From an optimization exercise on the open Yosys and OpenROAD flow, aimed at small area, a short achievable clock period and few clock cycles per item; shortcuts taken in it are not production practice.
The RTL was checked by simulation tests, not by an equivalence proof against the original design.
Power and IR drop assume default switching activity.

--- design.v ---
module fp_dec #(
	parameter EMSB		= 7, 
	parameter FMSB		= 22
)(
	output signed [FMSB+1+2+FMSB+1-1:0] frac, 
	output signed [EMSB:0] expt, 
	input [1+EMSB+1+FMSB+1-1:0] rx_data 
);
localparam MSB = 1+EMSB+1+FMSB+1-1;
localparam EMSK = 2**(EMSB+1-1);
wire [FMSB+1+2+FMSB+1-1:0] frac_rx_data = {{(FMSB+1){1'b0}}, 2'b01, rx_data[FMSB:0]};
assign expt = rx_data[MSB-1:FMSB+1] - EMSK;
assign frac = rx_data[MSB] ? (~frac_rx_data + 1) : frac_rx_data;
endmodule
module fp_add #(
	parameter EMSB		= 7, 
	parameter FMSB		= 22
)(
	output ack, 
	input req, 
	output reg [1+EMSB+1+FMSB+1-1:0] tx_data, 
	input [1+EMSB+1+FMSB+1-1:0] rx_data_1, rx_data_2, 
	input enable, 
	input rstn, clk 
);
reg [3:0] cst, nst;
localparam MSB = 1+EMSB+1+FMSB+1-1;
wire [EMSB:0] rx_expt, rx_expt_b;
wire [FMSB+1+2+FMSB+1-1:0] rx_frac, rx_frac_b;
fp_dec #(.EMSB(EMSB), .FMSB(FMSB)) u1_rx_data(.frac(rx_frac),   .expt(rx_expt),   .rx_data(rx_data_1));
fp_dec #(.EMSB(EMSB), .FMSB(FMSB)) u2_rx_data(.frac(rx_frac_b), .expt(rx_expt_b), .rx_data(rx_data_2));
localparam EMSK = 2**(EMSB+1-1);
reg [EMSB:0] expt, expt_b;
reg [FMSB+1+2+FMSB+1-1:0] frac, frac_b;
wire [EMSB:0] diff_expt = expt - expt_b;
wire [EMSB:0] abs_diff_expt = diff_expt[EMSB] ? ~diff_expt + 1 : diff_expt;
wire sign = frac[FMSB+1+2+FMSB+1-1];
wire sign_b = frac_b[FMSB+1+2+FMSB+1-1];
wire [FMSB+1+2+FMSB+1-1:0] abs_frac = sign ? ~frac + 1 : frac;
wire [FMSB+1+2+FMSB+1-1:0] abs_frac_b = sign_b ? ~frac_b + 1 : frac_b;
wire eq0_1 = (expt == 0) && (abs_frac[FMSB:0] == 0);
wire eq0_2 = (expt_b == 0) && (abs_frac_b[FMSB:0] == 0);
wire shift_p = diff_expt[EMSB];
wire shift_b_p = (diff_expt != 0) && ~shift_p;
wire shift_right_p = (abs_frac[FMSB+1+2+FMSB+1-1:FMSB+1] > 1) && ~(abs_frac == 0);
wire shift_left_p = (abs_frac[FMSB+1+2+FMSB+1-1:FMSB+1] == 0) && ~(abs_frac == 0);
localparam [3:0]
	st_tx_data		= (12^(12>>1)),
	st_shift_left	= (11^(11>>1)),
	st_shift_right	= (10^(10>>1)),
	st_adjust		= (9^(9>>1)),
	st_add			= (8^(8>>1)),
	st_shift_b		= (7^(7>>1)),
	st_shift		= (6^(6>>1)),
	st_check_expt	= (5^(5>>1)),
	st_rx_data_2	= (4^(4>>1)),
	st_check_eq0	= (3^(3>>1)),
	st_load			= (2^(2>>1)),
	st_idle			= (1^(1>>1));
reg req_d;
always@(negedge rstn or posedge clk) begin
	if(!rstn) req_d <= 1'b0;
	else if(enable) req_d <= req;
end
wire req_x = req_d ^ req;
always@(negedge rstn or posedge clk) begin
	if(!rstn) cst <= st_idle;
	else if(enable) cst <= nst;
	else cst <= st_idle;
end
always@(*) begin
	case(cst)
		st_idle: nst = req_x ? st_load : cst;
		st_load: nst = st_check_eq0;
		st_check_eq0: nst = eq0_1 ? st_rx_data_2 : eq0_2 ? st_tx_data : st_check_expt;
		st_rx_data_2: nst = st_tx_data;
		st_check_expt: nst = shift_p ? st_shift : shift_b_p ? st_shift_b : st_add;
		st_shift: nst = st_check_expt;
		st_shift_b: nst = st_check_expt;
		st_add: nst = st_adjust;
		st_adjust: nst = shift_right_p ? st_shift_right : shift_left_p ? st_shift_left : st_tx_data;
		st_shift_right: nst = st_adjust;
		st_shift_left: nst = st_adjust;
		st_tx_data: nst = st_idle;
		default: nst = st_idle;
	endcase
end
assign ack = cst == st_idle;
always@(negedge rstn or posedge clk) begin
	if(!rstn) begin
		expt <= 0; frac <= 0;
		expt_b <= 0; frac_b <= 0;
	end
	else if(enable) begin
		case(nst)
			st_load: begin
				expt <= rx_expt;
				expt_b <= rx_expt_b;
				frac <= rx_frac;
				frac_b <= rx_frac_b;
			end
			st_rx_data_2: begin
				expt <= expt_b;
				frac <= frac_b;
			end
			st_shift: begin
				expt <= expt + 1;
				frac <= sign ?  (~(abs_frac >> 1) + 1) : (abs_frac >> 1);
			end
			st_shift_b: begin
				expt <= expt - 1;
				frac <= sign ?  (~(abs_frac << 1) + 1) : (abs_frac << 1);
			end
			st_add: frac <= frac + frac_b;
			st_shift_right: begin
				expt <= expt + 1;
				frac <= sign ? (~(abs_frac >> 1) + 1) : (abs_frac >> 1);
			end
			st_shift_left: begin
				expt <= expt - 1;
				frac <= sign ? (~(abs_frac << 1) + 1) : (abs_frac << 1);
			end
			default: begin
				expt <= expt; frac <= frac;
				expt_b <= expt_b; frac_b <= frac_b;
			end
		endcase
	end
	else begin
		expt <= 0; frac <= 0;
		expt_b <= 0; frac_b <= 0;
	end
end
always@(negedge rstn or posedge clk) begin
	if(!rstn) tx_data <= 0;
	else if(enable) begin
		case(nst)
			st_tx_data: begin
				tx_data[MSB] <= sign;
				tx_data[MSB-1:FMSB+1] <= expt + EMSK;
				tx_data[FMSB:0] <= abs_frac[FMSB:0];
			end
			default: tx_data <= tx_data;
		endcase
	end
	else tx_data <= 0;
end
endmodule
--- run.sh ---
#!/bin/bash
# synth_recipe.tcl (not shown) runs the flow's synth.tcl, then flattens the netlist and writes it again
# the make line also repeats each setting of config.mk as NAME=value (left out here)
make -C /OpenROAD-flow-scripts/flow DESIGN_CONFIG=/design/flow/config.mk WORK_HOME=/design/flow/orfs CLKGATE_MAP_FILE= SYNTH_SCRIPT=/design/flow/synth_recipe.tcl finish
--- constraint.sdc ---
create_clock -name core_clock -period 10.0 [get_ports {clk}]
set_input_delay 2.0000 -clock core_clock [delete_from_list [all_inputs] [get_ports {clk}]]
set_output_delay 2.0000 -clock core_clock [all_outputs]
set_load 0.01 [all_outputs]
--- config.mk ---
export PLATFORM = sky130hd
export DESIGN_NAME = fp_add
export DESIGN_NICKNAME = fp_add
export VERILOG_FILES = /design/flow/design.v
export SDC_FILE = /design/flow/constraint.sdc
export NUM_CORES = 4
export LEC_CHECK = 0
export CAP_MARGIN = 20
export CORE_MARGIN = 2
export CORE_UTILIZATION = 40
export SLEW_MARGIN = 20
==> results.txt <==
status no timing/DRC/antenna violations; min cycle time layout just over 7 ns; final setup TNS 0 ns; vias in the first global route 15.0k; crit start category flop; final WL 58.5 mm; worst-skew pair later-pin latency roughly 0.46 ns; nets ~2.1k; GRT Overall Usage between 30 and 40%; Initial Util 40.3%; clock root cell clkbuf_16; Setup Viol. Count Final 0; worst setup path startpoint frac[0]; I/O pins ~100; 1st-iter DRT viols ~2k; H-tree depth 4; Fmax achieved between 100 and 150 MHz; hold path startpoint tx_data[6]; CORE AREA 0.0363 mm^2; Antenna Violating Nets Remaining 0; routability cong. ~1; synthesized net count between 2k and 2.5k; Die ar. 0.0382 mm^2; Leak about 6.4 nW; number of synthesized flops with an enable pin 0; Worst Hold Class flop to flop; Residual DRC 0; Crit Path Category flop to flop; register area 0.00316 mm^2; FF-to-FF End expt[6]; area of the mapped netlist 0.0146 mm^2; Final Hold Vio Count 0; synth warn 1; TritonCTS Buffers 17; CTS Sinks 126; area of the multi-input gates between 0.01 and 0.015 mm^2; GR Overflow Total 0; Avg Inst Size Synth 7.63 um^2; IO buf count 100; CP arrival approximately 7.5 ns; final worst-path cycle share between 70% and 80%; die span in y a little under 200 um; first-pass GRT wire length just under 90 mm; post-synthesis sequential area ratio 21.5%; # Post-CTS Setup Buffers 0; setup ws final between 2 and 3 ns; Synth cell types 87; crit path max fanout 28; measured slew at the worst slew-check pin about 1.1 ns; clock buffer depth 2; Synth Instances 1920; clk slew on worst S/H paths roughly 0.07 ns; Final HPWL DP between 40 and 50 mm; die outline width ~200 um; Setup WS pre-CTS just over 3 ns; Clock Skew 0.0166 ns; Hold Path Stages 2; R2R Setup Slk 2.83 ns; #FFs+latches synth 126; Critical Path RT between 10 and 15 ns; Slew HR approximately a quarter; Synth async-reset ratio between 90% and 100%; reg-to-reg startpoint frac[0]; layout cells sized above 1 between 7 and 8%; largest net degree at the start of global routing 89; via count around 16k; CTS Hold Bufs 0; VDD IR max about 0.00014 V; Vias/cell roughly 6.5; Reg2Reg Depth 24; TritonCTS clock tree done; Main synth FF type dfrtp_1; Power Density ~180 mW/mm^2; DR pass1 iterations 7; RSZ-0062 raised after global routing no; fillcell total between 3k and 4k; ant diodes 0; Row Count 70; max-capacitance violation count 0; Worst Setup End Kind flop; Post-CTS Resized 0; Area Overhead vs Synth 13.1%; Hold Path End tx_data[6]; initial antenna violation count 1; Final Slew Violations 0; DR WL/cell roughly 24 um
==> stage by stage <==
stage | hold slack, ns | util [%] | power (W) | instance area (um^2) | cells
floorplan | 0.501 | - | 0.00180 | 14600 | 1920
global placement | 0.464 | 43.8 | 0.00232 | 15900 | 2389
detailed placement | 0.467 | 43.8 | 0.00232 | 15900 | 2389
CTS | 0.480 | 45.5 | 0.00301 | 16500 | 2421
global route | 0.503 | 45.6 | 0.00321 | 16600 | 2421
finish | 0.476 | 45.6 | 0.00305 | 16600 | 2421
==> flip-flops by register name, indices dropped and copies added, names as in the netlist <==
name / flops
tx_data: 32
expt_b: 8
cst: 4
frac: 48
expt: 8
frac_b: 25
req_d: 1
==> synth_stat cells, drive strengths merged (5+ instances only) <==
master	instances	area (um^2)
a222oi	5	50.1
nand2	207	777
or4	20	158
a31oi	16	100
a41o	6	60.1
o211ai	27	208
clkbuf	86	325
nor4	35	250
a211oi	30	225
o221a	12	135
nand4	36	231
a311oi	7	61.3
nor2b	27	169
o22ai	17	106
mux2	9	101
ha	65	813
dfrtp	125	3130
o41ai	23	209
o2111ai	6	52.6
or2	10	62.6
or3	18	113
inv	46	173
and3	17	106
xnor2	123	1080
o21bai	11	82.6
nand2b	12	75.1
and4	5	43.8
a21oi	117	586
nor3	54	287
a22oi	16	120
a41oi	8	77.6
o31ai	32	240
o21a	13	97.6
buf	42	233
xor2	107	937
and2	11	68.8
o21ai	164	896
a221oi	25	219
o221ai	5	43.8
nor2	145	549
a22o	21	184
a21o	36	270
nand3	57	285
a221o	5	50.1
==> how the worst max path moves through the flow <==
stage	slack, ns	endpoint	cells after the start
after global placement	3.18	expt[6]	24
after global routing	2.41	expt[6]	24
after detailed placement	3.04	expt[6]	24
after floorplan	3.80	expt[7]	26
after CTS	2.96	expt[6]	24
final	2.83	expt[6]	24
==> report_power, final <==
group	internal, W	switching [W]	leakage [nW]
logic	0.000574	0.00104	4.38
clock network	0.000404	0.000274	0.301
registers	0.000570	0.000179	1.69
total	0.00155	0.00150	6.37
==> cells in the final DEF (no fill, tap or decap), drive strengths merged, types with 18 or more instances in the layout <==
cell type,count
nor2b,27
buf,30
or4,20
nor4,35
clkbuf,19
nor2,145
a21oi,117
a22o,21
nand4,36
dfrtp,125
o41ai,23
a221oi,25
o211ai,27
nand3,57
o31ai,32
nand2,207
a211oi,30
nor3,54
xor2,107
xnor2,123
a21o,36
ha,65
o21ai,164
or3,18
clkdlybuf4s50,99
inv,50
==> worst max-delay path, stage by stage, from the launching register on <==
cell and delay (ns):
dfrtp_1 0.36, buf_4 0.24, inv_1 0.25, ha_1 0.31, nor2b_1 0.51, nand4_1 0.47
o41ai_1 0.58, xor2_1 0.37, nand4_1 0.28, or4_1 0.66, nor3_1 0.21, and4_1 0.39
nor2_1 0.13, nor2_2 0.13, buf_4 0.35, inv_2 0.33, fa_1 0.47, nor2b_1 0.16
o21ai_0 0.09, nand2b_1 0.11, a21o_1 0.12, a21oi_1 0.07, xor2_1 0.13, nor2_1 0.05
o221a_2 0.28
==> metal layers <==
metal / global-route usage (%) / vias up / wire (um)
li1: - / 7232 / -
met1: 41.9 / 7548 / 25800
met2: 47.0 / 764 / 25700
met3: 5.39 / 104 / 4790
met4: 12.8 / 0 / 2140
met5: 0 / - / 0
==> cell families (layout without fill, tap and decap cells) <==
family          count (synthesis)  count (layout)  synth area share (%)
simple gates                  672             672                  22.8
compound gates                636             636                  30.0
xor+xnor                      230             230                  13.8
buf+inv                       175             208                  5.01
flops                         126             126                  21.5
fa+ha+maj                      68              68                  5.96
mux                            13              13                 0.965
==> cell type report <==
type / count / area share (%)
Tap cell: 468 / 3.54
Timing Repair Buffer: 129 / 7.37
Sequential cell: 126 / 19.1
Clock buffer: 19 / 2.68
Clock inverter: 13 / 1.08
Inverter: 47 / 1.07
Multi-Input combinational cell: 1619 / 65.2
Testbench counts, summed over its fixed seeds: cycles 206,022, items 3,200.

static timing again, ports no longer ideal:
How much do the figures lean on ideal ports? The routed layout below was timed once more, with nothing changed but the port constraints.
Step 1 assumes that a clkbuf_16 drives the clock port and a buf_2 every other input.
Step 2 times the ports against the registers' clock, not the clock port: input delays grow and output delays shrink by t, the midpoint of the rising clock arrivals with the driver on.
Three values: no drivers, after step 1, after step 2; two values: the first two.
t (ns): 0.504
slack for setup (ns): 2.826 / 2.826 / 2.826
worst hold slack (ns): 0.476 / 0.476 / 0.476
After both steps this run still meets setup and hold. The setup slack of this run moves by 0.000 ns with the drivers and by 0.000 ns with both steps.
